This design comes from an exercise in tuning for small area on the open sky130 flow, not from production work. In this exercise RTL edits were held to simulation tests only and were not proved equivalent to the original. No activity file was given, so power comes from the tool's default toggle rates.

==> flow/design.v <==
`timescale 1ns / 1ps
module top(
    input [1:0]   selectionSW,
    input [7:0]   desired_temp,
    input         CLK100MHZ,
    input         rst,
    input         TMP_SDA_i,
    output        TMP_SDA_o,
    output        TMP_SDA_oe,
    output        TMP_SCL,
    output reg [6:0] SEG,
    output reg [7:0] AN,
    output [15:0] LED,
    output redLED,
    output blueLED
    );
    reg [8:0] m;         
    reg [7:0] q;         
    reg [5:0] b60;       
    reg [3:0] a10;       
    reg [2:0] anode_select;
    wire tick10 = (m == 9'd499);                     
    wire tick0  = (m == 9'd49);                      
    wire stat   = tick10 & (b60 == 6'd59);
    wire an_adv = tick10 & (((a10 == 4'd3) & (b60 == 6'd19)) |
                            ((a10 == 4'd6) & (b60 == 6'd39)) |
                            ((a10 == 4'd9) & (b60 == 6'd59)));
    always @(posedge CLK100MHZ or posedge rst) begin
        if (rst) begin
            m <= 9'd0;
            q <= 8'd0;
            b60 <= 6'd0;
            a10 <= 4'd0;
            anode_select <= 3'd0;
        end else begin
            m <= tick10 ? 9'd0 : m + 9'd1;
            if (tick10) begin
                q <= (q == 8'd255) ? 8'd200 : q + 8'd1;
                b60 <= (b60 == 6'd59) ? 6'd0 : b60 + 6'd1;
                if (b60 == 6'd59)
                    a10 <= (a10 == 4'd9) ? 4'd0 : a10 + 4'd1;
            end
            if (an_adv)
                anode_select <= anode_select + 3'd1;
        end
    end
    wire h = (m >= 9'd250);      
    assign TMP_SCL = ~q[0];
    assign TMP_SDA_oe = (q < 8'd217) | (q == 8'd235) | (q == 8'd236) | (q >= 8'd253);
    assign TMP_SDA_o = ~(((q == 8'd200) & h) | ((q == 8'd201) & ~h) |
                         ((q == 8'd203) & h) | ((q >= 8'd204) & (q <= 8'd206)) | ((q == 8'd207) & ~h) |
                         ((q == 8'd209) & h) | (q == 8'd210) | ((q == 8'd211) & ~h) |
                         ((q >= 8'd217) & (q <= 8'd252)));
    wire samp = tick10 & (((q >= 8'd222) & (q <= 8'd234) & ~q[0]) | (q == 8'd238));
    wire first = (q == 8'd222);
    reg [7:0] v;
    reg [2:0] r;
    reg [7:0] f_data;
    wire [2:0] rr = first ? 3'd0 : r;
    wire [4:0] t = {rr, 1'b0} + (TMP_SDA_i ? 5'd9 : 5'd0);
    reg [1:0] dq;
    reg [2:0] rn;
    always @(*) begin
        if (t >= 5'd15)      begin dq = 2'd3; rn = t - 5'd15; end
        else if (t >= 5'd10) begin dq = 2'd2; rn = t - 5'd10; end
        else if (t >= 5'd5)  begin dq = 2'd1; rn = t - 5'd5;  end
        else                 begin dq = 2'd0; rn = t[2:0];    end
    end
    always @(posedge CLK100MHZ) begin
        if (samp) begin
            v <= {v[6:0], 1'b0} + {6'd0, dq};
            r <= rn;
        end
    end
    always @(posedge CLK100MHZ or posedge rst) begin
        if (rst)
            f_data <= 8'd32;
        else if (tick0 & (q == 8'd253))     
            f_data <= v + 8'd32;
    end
    reg [7:0] ring [0:9];
    integer k;
    wire clr = (q == 8'd0);
    wire wr = (m[8:6] == 3'd0) & m[5] & ~m[4] & (m[3:0] == a10) & (b60 == 6'd0);    
    always @(posedge CLK100MHZ) begin
        ring[0] <= clr ? 8'd0 : (wr ? f_data : ring[9]);
        for (k = 1; k < 10; k = k + 1)
            ring[k] <= ring[k-1];
    end
    wire scan = (m >= 9'd481) & (m <= 9'd490) & (b60 == 6'd59);
    wire sfirst = (m == 9'd481);
    wire [7:0] x = ring[9];
    reg [11:0] acc;
    reg [7:0] mx, mn;
    wire [11:0] acc0 = sfirst ? 12'd0 : acc;
    wire [4:0] dt = {acc[11:8], acc[7]};
    wire dge = (dt >= 5'd10);
    wire [4:0] dr = dge ? dt - 5'd10 : dt;
    always @(posedge CLK100MHZ) begin
        if (scan)
            acc <= acc0 + {4'd0, x};
        else
            acc <= {dr[3:0], acc[6:0], dge};
        if (scan & (sfirst | (x > mx))) mx <= x;
        if (scan & (sfirst | (x < mn))) mn <= x;
    end
    reg [7:0] avg_temp, max_temp, min_temp;
    always @(posedge CLK100MHZ) begin
        if (stat) begin
            avg_temp <= acc[7:0];
            max_temp <= {mx[7:1], mx[0] | ~(|mx[7:1])};
            min_temp <= mn;
        end
    end
    wire svalid = (q >= 8'd60);
    reg [7:0] display_reg;
    always @(posedge CLK100MHZ) begin
        case (selectionSW)
            2'b00: display_reg <= desired_temp;
            2'b01: display_reg <= svalid ? avg_temp : 8'd0;
            2'b10: display_reg <= svalid ? min_temp : 8'd255;
            2'b11: display_reg <= svalid ? max_temp : 8'd0;
        endcase
    end
    wire [7:0] val = anode_select[2] ? f_data : display_reg;
    wire [7:0] tens8 = val / 8'd10;
    wire [3:0] ones = val % 8'd10;
    wire [3:0] digit = anode_select[0] ? tens8[3:0] : ones;
    always @(*) begin
        if (!anode_select[1])
            SEG = anode_select[0] ? 7'b001_1100 : 7'b011_1000;
        else case (digit)
            4'd0: SEG = 7'b000_0001;
            4'd1: SEG = 7'b100_1111;
            4'd2: SEG = 7'b001_0010;
            4'd3: SEG = 7'b000_0110;
            4'd4: SEG = 7'b100_1100;
            4'd5: SEG = 7'b010_0100;
            4'd6: SEG = 7'b010_0000;
            4'd7: SEG = 7'b000_1111;
            4'd8: SEG = 7'b000_0000;
            4'd9: SEG = 7'b000_0100;
            default: SEG = 7'b111_1111;
        endcase
    end
    always @(*) begin
        AN = 8'hff;
        AN[anode_select] = 1'b0;
    end
    assign LED = {display_reg, f_data};
    assign redLED = f_data < desired_temp;
    assign blueLED = f_data > desired_temp;
endmodule
==> flow/config.mk <==
export PLATFORM = sky130hd
export DESIGN_NAME = top
export DESIGN_NICKNAME = top
export VERILOG_FILES = /design/flow/design.v
export SDC_FILE = /design/flow/constraint.sdc
export NUM_CORES = 4
export LEC_CHECK = 0
export CAP_MARGIN = 20
export CORE_MARGIN = 2
export CORE_UTILIZATION = 40
export SLEW_MARGIN = 20
==> flow/constraint.sdc <==
create_clock -name core_clock -period 25.0 [get_ports {CLK100MHZ}]
set_input_delay 5.0000 -clock core_clock [delete_from_list [all_inputs] [get_ports {CLK100MHZ}]]
set_output_delay 5.0000 -clock core_clock [all_outputs]
set_load 0.01 [all_outputs]
standard.sh (not shown) runs the stock make flow with config.mk's settings and CLKGATE_MAP_FILE= SYNTH_SCRIPT=/design/flow/synth_recipe.tcl, a recipe that flattens the netlist after the stock synthesis.
==> flow/flow/run.sh <==
#!/bin/bash
# Layout flow: the standard ORFS flow (standard.sh), with these changes:
#  - synthesis maps the logic with an area-oriented ABC script (flow/area.abc.in,
#    run with four random seeds for its &deepsyn step; the smallest result is kept)
#    and without Yosys's half/full-adder extraction; everything else in the
#    standard synthesis script (synth_recipe.tcl) is unchanged, so the registers
#    are the same;
#  - port buffers use the smallest buffer cell (sky130_fd_sc_hd__buf_1);
#  - clock tree synthesis uses clkbuf_8 buffers and inserts no dummy loads.
# Each tool writes its full log under orfs/logs/; make's output goes to flow_make.log.
# Optional arguments: the make targets (default finish).
set -euo pipefail
W=$(pwd)
F=$W/flow
SEEDS="1 2 3 4"
DEEPSYN_S=${DEEPSYN_S:-100}
for s in $SEEDS; do
  sed -e "s/@SEED@/$s/" -e "s/@TIME@/$DEEPSYN_S/" "$F/area.abc.in" > "$W/area_$s.abc"
done
cat > "$W/area_synth.tcl" <<EOF
proc abc {args} {
  set o {}; set s 0; set lib {}
  foreach a \$args {
    if {\$s == 1} { set s 0; continue }
    if {\$s == 2} { set s 0; set lib \$a; lappend o \$a; continue }
    if {\$a eq "-script"} { set s 1; continue }
    if {\$a eq "-liberty"} { set s 2 }
    lappend o \$a
  }
  yosys design -save abc_pre
  set best 1e30
  foreach seed {$SEEDS} {
    yosys design -load abc_pre
    yosys abc -script $W/area_\$seed.abc {*}\$o
    yosys tee -q -o $W/abc_stat_\$seed.txt stat -liberty \$lib
    set fh [open $W/abc_stat_\$seed.txt]; set txt [read \$fh]; close \$fh
    regexp {Chip area for module[^:]*:\s*([0-9.]+)} \$txt -> area
    puts "area_synth: ABC seed \$seed gives \$area um2"
    if {\$area < \$best} { set best \$area; yosys design -save abc_best }
  }
  yosys design -load abc_best
  puts "area_synth: kept \$best um2"
}
proc extract_fa {args} { }
EOF
cat "$W/synth_recipe.tcl" >> "$W/area_synth.tcl"
sed "s#SYNTH_SCRIPT=[^ ]*#SYNTH_SCRIPT=$W/area_synth.tcl #" "$W/standard.sh" > "$W/area_standard.sh"
bash "$W/area_standard.sh" \
  "BUFFER_PORTS_ARGS=-buffer_cell sky130_fd_sc_hd__buf_1" \
  "CTS_ARGS=-sink_clustering_enable -repair_clock_nets -buf_list sky130_fd_sc_hd__clkbuf_8 -dont_use_dummy_load" \
  "${@:-finish}" > "$W/flow_make.log" 2>&1
==> flow/flow/area.abc.in <==
strash
&get -n
&dch -f
&nf -a -R 1000
&put
strash
&get -n
&deepsyn -T @TIME@ -S @SEED@
&put
strash
&get -n
&dch -f
&nf -a -R 1000
&put
strash
&get -n
&dch -f
&nf -a -R 1000
&put
strash
&get -n
&dch -f
&nf -a -R 1000
&put
topo
The starting point went through all stages and came out clean.
Next try:
--- a/flow/design.v
+++ b/flow/design.v
@@ -11,43 +11,48 @@
     output reg [6:0] SEG,
     output reg [7:0] AN,
     output [15:0] LED,
     output redLED,
     output blueLED
     );
-    reg [8:0] m;         
+    reg [5:0] ph;        
+    reg [3:0] cd;        
     reg [7:0] q;         
     reg [5:0] b60;       
     reg [3:0] a10;       
     reg [2:0] anode_select;
-    wire tick10 = (m == 9'd499);                     
-    wire tick0  = (m == 9'd49);                      
-    wire stat   = tick10 & (b60 == 6'd59);
+    wire tick   = (ph == 6'd49);
+    wire tick10 = tick & (cd == 4'd9);
+    wire lastp  = (cd == 4'd9) & (b60 == 6'd59);    
+    wire stat   = tick & lastp;
     wire an_adv = tick10 & (((a10 == 4'd3) & (b60 == 6'd19)) |
                             ((a10 == 4'd6) & (b60 == 6'd39)) |
                             ((a10 == 4'd9) & (b60 == 6'd59)));
     always @(posedge CLK100MHZ or posedge rst) begin
         if (rst) begin
-            m <= 9'd0;
+            ph <= 6'd0;
+            cd <= 4'd0;
             q <= 8'd0;
             b60 <= 6'd0;
             a10 <= 4'd0;
             anode_select <= 3'd0;
         end else begin
-            m <= tick10 ? 9'd0 : m + 9'd1;
+            ph <= tick ? 6'd0 : ph + 6'd1;
+            if (tick)
+                cd <= (cd == 4'd9) ? 4'd0 : cd + 4'd1;
             if (tick10) begin
                 q <= (q == 8'd255) ? 8'd200 : q + 8'd1;
                 b60 <= (b60 == 6'd59) ? 6'd0 : b60 + 6'd1;
                 if (b60 == 6'd59)
                     a10 <= (a10 == 4'd9) ? 4'd0 : a10 + 4'd1;
             end
             if (an_adv)
                 anode_select <= anode_select + 3'd1;
         end
     end
-    wire h = (m >= 9'd250);      
+    wire h = (cd >= 4'd5);
     assign TMP_SCL = ~q[0];
     assign TMP_SDA_oe = (q < 8'd217) | (q == 8'd235) | (q == 8'd236) | (q >= 8'd253);
     assign TMP_SDA_o = ~(((q == 8'd200) & h) | ((q == 8'd201) & ~h) |
                          ((q == 8'd203) & h) | ((q >= 8'd204) & (q <= 8'd206)) | ((q == 8'd207) & ~h) |
                          ((q == 8'd209) & h) | (q == 8'd210) | ((q == 8'd211) & ~h) |
                          ((q >= 8'd217) & (q <= 8'd252)));
@@ -72,26 +77,26 @@
             r <= rn;
         end
     end
     always @(posedge CLK100MHZ or posedge rst) begin
         if (rst)
             f_data <= 8'd32;
-        else if (tick0 & (q == 8'd253))     
+        else if (tick & (q >= 8'd253))
             f_data <= v + 8'd32;
     end
     reg [7:0] ring [0:9];
     integer k;
     wire clr = (q == 8'd0);
-    wire wr = (m[8:6] == 3'd0) & m[5] & ~m[4] & (m[3:0] == a10) & (b60 == 6'd0);    
+    wire wr = (cd == 4'd0) & (b60 == 6'd0) & ph[5] & ~ph[4] & (ph[3:0] == a10);    
     always @(posedge CLK100MHZ) begin
         ring[0] <= clr ? 8'd0 : (wr ? f_data : ring[9]);
         for (k = 1; k < 10; k = k + 1)
             ring[k] <= ring[k-1];
     end
-    wire scan = (m >= 9'd481) & (m <= 9'd490) & (b60 == 6'd59);
-    wire sfirst = (m == 9'd481);
+    wire scan = lastp & (ph >= 6'd31) & (ph <= 6'd40);
+    wire sfirst = (ph == 6'd31);
     wire [7:0] x = ring[9];
     reg [11:0] acc;
     reg [7:0] mx, mn;
     wire [11:0] acc0 = sfirst ? 12'd0 : acc;
     wire [4:0] dt = {acc[11:8], acc[7]};
     wire dge = (dt >= 5'd10);
Effect: The changed run completed with no timing, DRC or antenna violations; worst setup slack gets worse by 320 ps; clock power stays flat; routed wire length drops by a few percent; clock skew climbs by 14 ps; cell count stays flat; power drops slightly; utilization is unchanged; worst hold slack barely changes; maximum frequency drops by a few percent; non-clock buffer count drops by 1; combinational power drops by roughly a tenth; final area stays the same; die area hardly moves.

---

v6:
Another version of the RTL of top (not shown whole).
Size: about 620 cells after synthesis, about 190 flip-flops, roughly 49 I/O pins.
==> module top, before the edit <==
module top(
    input [1:0]   selectionSW,
    input [7:0]   desired_temp,
    input         CLK100MHZ,
    input         rst,
    input         TMP_SDA_i,
    output        TMP_SDA_o,
    output        TMP_SDA_oe,
    output        TMP_SCL,
    output reg [6:0] SEG,
    output reg [7:0] AN,
    output [15:0] LED,
    output redLED,
    output blueLED
    );
    reg [8:0] m;         
    reg [7:0] q;         
    reg [5:0] b60;       
    reg [3:0] a10;       
    reg [2:0] anode_select;
    wire tick10 = (m[8:4] == 5'b11111) & m[1] & m[0];    
    wire tick0  = (m == 9'd49);                           
    wire b59    = (b60[5:3] == 3'b111) & b60[1] & b60[0];  
    wire a9     = a10[3] & a10[0];                         
    wire stat   = tick10 & b59;
    wire an_adv = tick10 & ((~a10[2] & a10[1] & a10[0] & (b60 == 6'd19)) |      
                            (a10[2] & a10[1] & ~a10[0] & (b60 == 6'd39)) |      
                            (a9 & b59));
    always @(posedge CLK100MHZ or posedge rst) begin
        if (rst) begin
            m <= 9'd0;
            q <= 8'd0;
            b60 <= 6'd0;
            a10 <= 4'd0;
            anode_select <= 3'd0;
        end else begin
            m <= tick10 ? 9'd0 : m + 9'd1;
            if (tick10) begin
                q <= (q == 8'd255) ? 8'd200 : q + 8'd1;
                b60 <= b59 ? 6'd0 : b60 + 6'd1;
                if (b59)
                    a10 <= a9 ? 4'd0 : a10 + 4'd1;
            end
            if (an_adv)
                anode_select <= anode_select + 3'd1;
        end
    end
    wire h = (m >= 9'd250);      
    assign TMP_SCL = ~q[0];
    assign TMP_SDA_oe = (q < 8'd217) | (q == 8'd235) | (q == 8'd236) | (q >= 8'd253);
    assign TMP_SDA_o = ~(((q == 8'd200) & h) | ((q == 8'd201) & ~h) |
                         ((q == 8'd203) & h) | ((q >= 8'd204) & (q <= 8'd206)) | ((q == 8'd207) & ~h) |
                         ((q == 8'd209) & h) | (q == 8'd210) | ((q == 8'd211) & ~h) |
                         ((q >= 8'd217) & (q <= 8'd252)));
    wire samp = tick10 & (((q >= 8'd222) & (q <= 8'd234) & ~q[0]) | (q == 8'd238));
    wire first = (q == 8'd222);
    reg [7:0] v;
    reg [2:0] r;
    reg [7:0] f_data;
    wire [2:0] rr = first ? 3'd0 : r;
    wire [4:0] t = {rr, 1'b0} + (TMP_SDA_i ? 5'd9 : 5'd0);
    reg [1:0] dq;
    reg [2:0] rn;
    always @(*) begin
        if (t >= 5'd15)      begin dq = 2'd3; rn = t - 5'd15; end
        else if (t >= 5'd10) begin dq = 2'd2; rn = t - 5'd10; end
        else if (t >= 5'd5)  begin dq = 2'd1; rn = t - 5'd5;  end
        else                 begin dq = 2'd0; rn = t[2:0];    end
    end
    always @(posedge CLK100MHZ) begin
        if (samp) begin
            v <= {v[6:0], 1'b0} + {6'd0, dq};
            r <= rn;
        end
    end
    always @(posedge CLK100MHZ or posedge rst) begin
        if (rst)
            f_data <= 8'd32;
        else if (tick0 & (q == 8'd253))     
            f_data <= v + 8'd32;
    end
    wire svalid = (q >= 8'd60);      
    reg [7:0] ring [0:9];
    integer k;
    wire wr = (m[8:6] == 3'd0) & m[5] & ~m[4] & (m[3:0] == a10) & (b60 == 6'd0);    
    always @(posedge CLK100MHZ) begin
        ring[0] <= svalid ? (wr ? f_data : ring[9]) : 8'd0;
        for (k = 1; k < 10; k = k + 1)
            ring[k] <= ring[k-1];
    end
    wire scan = (m >= 9'd481) & (m <= 9'd490) & b59;
    wire sfirst = (m == 9'd481);
    wire [7:0] x = ring[9];
    reg [11:0] acc;
    reg [7:0] mx, mn;
    wire [11:0] acc0 = sfirst ? 12'd0 : acc;
    wire [4:0] dt = {acc[11:8], acc[7]};
    wire dge = (dt >= 5'd10);
    wire [4:0] dr = dge ? dt - 5'd10 : dt;
    always @(posedge CLK100MHZ) begin
        if (scan)
            acc <= acc0 + {4'd0, x};
        else
            acc <= {dr[3:0], acc[6:0], dge};
        if (scan & (sfirst | (x > mx))) mx <= x;
        if (scan & (sfirst | (x < mn))) mn <= x;
    end
    reg [7:0] avg_temp, max_temp, min_temp;
    always @(posedge CLK100MHZ) begin
        if (stat) begin
            avg_temp <= acc[7:0];
            max_temp <= {mx[7:1], mx[0] | ~(|mx[7:1])};
            min_temp <= mn;
        end
    end
    reg [7:0] display_reg;
    always @(posedge CLK100MHZ) begin
        case (selectionSW)
            2'b00: display_reg <= desired_temp;
            2'b01: display_reg <= svalid ? avg_temp : 8'd0;
            2'b10: display_reg <= svalid ? min_temp : 8'd255;
            2'b11: display_reg <= svalid ? max_temp : 8'd0;
        endcase
    end
    wire [7:0] val = anode_select[2] ? f_data : display_reg;
    wire [7:0] tens8 = val / 8'd10;
    wire [3:0] ones = val % 8'd10;
    wire [3:0] digit = anode_select[0] ? tens8[3:0] : ones;
    always @(*) begin
        if (!anode_select[1])
            SEG = anode_select[0] ? 7'b001_1100 : 7'b011_1000;
        else case (digit)
            4'd0: SEG = 7'b000_0001;
            4'd1: SEG = 7'b100_1111;
            4'd2: SEG = 7'b001_0010;
            4'd3: SEG = 7'b000_0110;
            4'd4: SEG = 7'b100_1100;
            4'd5: SEG = 7'b010_0100;
            4'd6: SEG = 7'b010_0000;
            4'd7: SEG = 7'b000_1111;
            4'd8: SEG = 7'b000_0000;
            4'd9: SEG = 7'b000_0100;
            default: SEG = 7'b111_1111;
        endcase
    end
    always @(*) begin
        AN = 8'hff;
        AN[anode_select] = 1'b0;
    end
    assign LED = {display_reg, f_data};
    assign redLED = f_data < desired_temp;
    assign blueLED = f_data > desired_temp;
endmodule
Settings: LEC_CHECK=0, CAP_MARGIN=20, CORE_MARGIN=2, CORE_UTILIZATION=40, SLEW_MARGIN=20; clock period 25.0 ns.
==> flow/flow/run.sh <==
#!/bin/bash
# Layout flow: the standard ORFS flow (standard.sh), with these changes:
#  - synthesis maps the logic with an area-oriented ABC script (flow/area.abc.in,
#    run with eight random seeds for its &deepsyn step; the smallest result is kept)
#    and without Yosys's half/full-adder extraction; everything else in the
#    standard synthesis script (synth_recipe.tcl) is unchanged, so the registers
#    are the same;
#  - port buffers use the smallest buffer cell (sky130_fd_sc_hd__buf_1);
#  - clock tree synthesis uses clkbuf_8 buffers and inserts no dummy loads.
# Each tool writes its full log under orfs/logs/; make's output goes to flow_make.log.
# Optional arguments: the make targets (default finish).
set -euo pipefail
W=$(pwd)
F=$W/flow
SEEDS="1 2 3 4 5 6 7 8"
DEEPSYN_S=${DEEPSYN_S:-80}
for s in $SEEDS; do
  sed -e "s/@SEED@/$s/" -e "s/@TIME@/$DEEPSYN_S/" "$F/area.abc.in" > "$W/area_$s.abc"
done
cat > "$W/area_synth.tcl" <<EOF
proc abc {args} {
  set o {}; set s 0; set lib {}
  foreach a \$args {
    if {\$s == 1} { set s 0; continue }
    if {\$s == 2} { set s 0; set lib \$a; lappend o \$a; continue }
    if {\$a eq "-script"} { set s 1; continue }
    if {\$a eq "-liberty"} { set s 2 }
    lappend o \$a
  }
  yosys design -save abc_pre
  set best 1e30
  foreach seed {$SEEDS} {
    yosys design -load abc_pre
    yosys abc -script $W/area_\$seed.abc {*}\$o
    yosys tee -q -o $W/abc_stat_\$seed.txt stat -liberty \$lib
    set fh [open $W/abc_stat_\$seed.txt]; set txt [read \$fh]; close \$fh
    regexp {Chip area for module[^:]*:\s*([0-9.]+)} \$txt -> area
    puts "area_synth: ABC seed \$seed gives \$area um2"
    if {\$area < \$best} { set best \$area; yosys design -save abc_best }
  }
  yosys design -load abc_best
  puts "area_synth: kept \$best um2"
}
proc extract_fa {args} { }
EOF
cat "$W/synth_recipe.tcl" >> "$W/area_synth.tcl"
sed "s#SYNTH_SCRIPT=[^ ]*#SYNTH_SCRIPT=$W/area_synth.tcl #" "$W/standard.sh" > "$W/area_standard.sh"
bash "$W/area_standard.sh" \
  "BUFFER_PORTS_ARGS=-buffer_cell sky130_fd_sc_hd__buf_1" \
  "CTS_ARGS=-sink_clustering_enable -repair_clock_nets -buf_list sky130_fd_sc_hd__clkbuf_8 -dont_use_dummy_load" \
  "${@:-finish}" > "$W/flow_make.log" 2>&1
Scripts as last shown in full above: flow/flow/area.abc.in
Relative to v6, the following input files were edited for v7:
diff --git a/flow/design.v b/flow/design.v
--- a/flow/design.v
+++ b/flow/design.v
@@ -81,10 +81,10 @@
             f_data <= v + 8'd32;
     end
-    wire svalid = (q >= 8'd60);      
     reg [7:0] ring [0:9];
     integer k;
+    wire clr = (q == 8'd0);
     wire wr = (m[8:6] == 3'd0) & m[5] & ~m[4] & (m[3:0] == a10) & (b60 == 6'd0);    
     always @(posedge CLK100MHZ) begin
-        ring[0] <= svalid ? (wr ? f_data : ring[9]) : 8'd0;
+        ring[0] <= clr ? 8'd0 : (wr ? f_data : ring[9]);
         for (k = 1; k < 10; k = k + 1)
             ring[k] <= ring[k-1];
@@ -115,4 +115,5 @@
         end
     end
+    wire svalid = (q >= 8'd60);
     reg [7:0] display_reg;
     always @(posedge CLK100MHZ) begin
## What came out
v7 completed end to end with timing, DRC and antenna clean.
Taking v6 as the reference, in v7 area fraction in compound gates after synthesis shows a reduction of 2.0 points, placed standard-cell area +about 0.8%, net switching component of the power essentially unchanged.
On v7: area after synthesis is 89 um^2 higher than what v6 gave.
Looking at post-detailed-routing wire length across both flows, v7 is the weaker of the two, with v6 ahead.
The clock latency reported for the late side of the worst-skew pair on v7 is in line with that on v6.
Count of nets after finishing up 4.6% in v7 wrt v6
Minimum clock period after layout sits higher in v7 than in v6.
The lower maximum clock skew at final layout of v6 and v7 is in v7.
Overall track demand over capacity in global routing was higher in v7 than in v6.

-- what the ideal ports hide --
No port has a modelled driver above. Below, the same layouts with a new extraction and two added sets of constraints.
Step 1: set_driving_cell puts a clkbuf_16 on CLK100MHZ and a buf_2 on each other input, an assumption about the parent block.
Step 2 adds t to the input delays and takes it off the output delays; t is the mean of the earliest and latest rising clock arrival at the registers after step 1. Input paths then give back, and output paths get back, about the clock's delay inside the block.
Three values: no drivers, after step 1, after step 2; two values: the first two.
| run | t (ns) | setup WS [ns] | slew at the worst register clock pin (ns) | pins driven straight from the clock port |
|---|---|---|---|---|
| the first run of note 1 | 0.483 | 13.803 / 13.778 / 13.778 | 0.11 / 0.11 | 1 |
| the second run of note 1 | 0.490 | 13.488 / 13.429 / 13.429 | 0.12 / 0.12 | 1 |
| v6 | 0.475 | 13.780 / 13.758 / 13.758 | 0.10 / 0.10 | 1 |
| v7 | 0.470 | 13.709 / 13.690 / 13.690 | 0.10 / 0.10 | 1 |
After both steps every run listed still meets setup and hold. For the second run of note 1, which loses most, drivers alone change the setup slack by -0.059 ns; drivers and shift together by -0.059 ns.
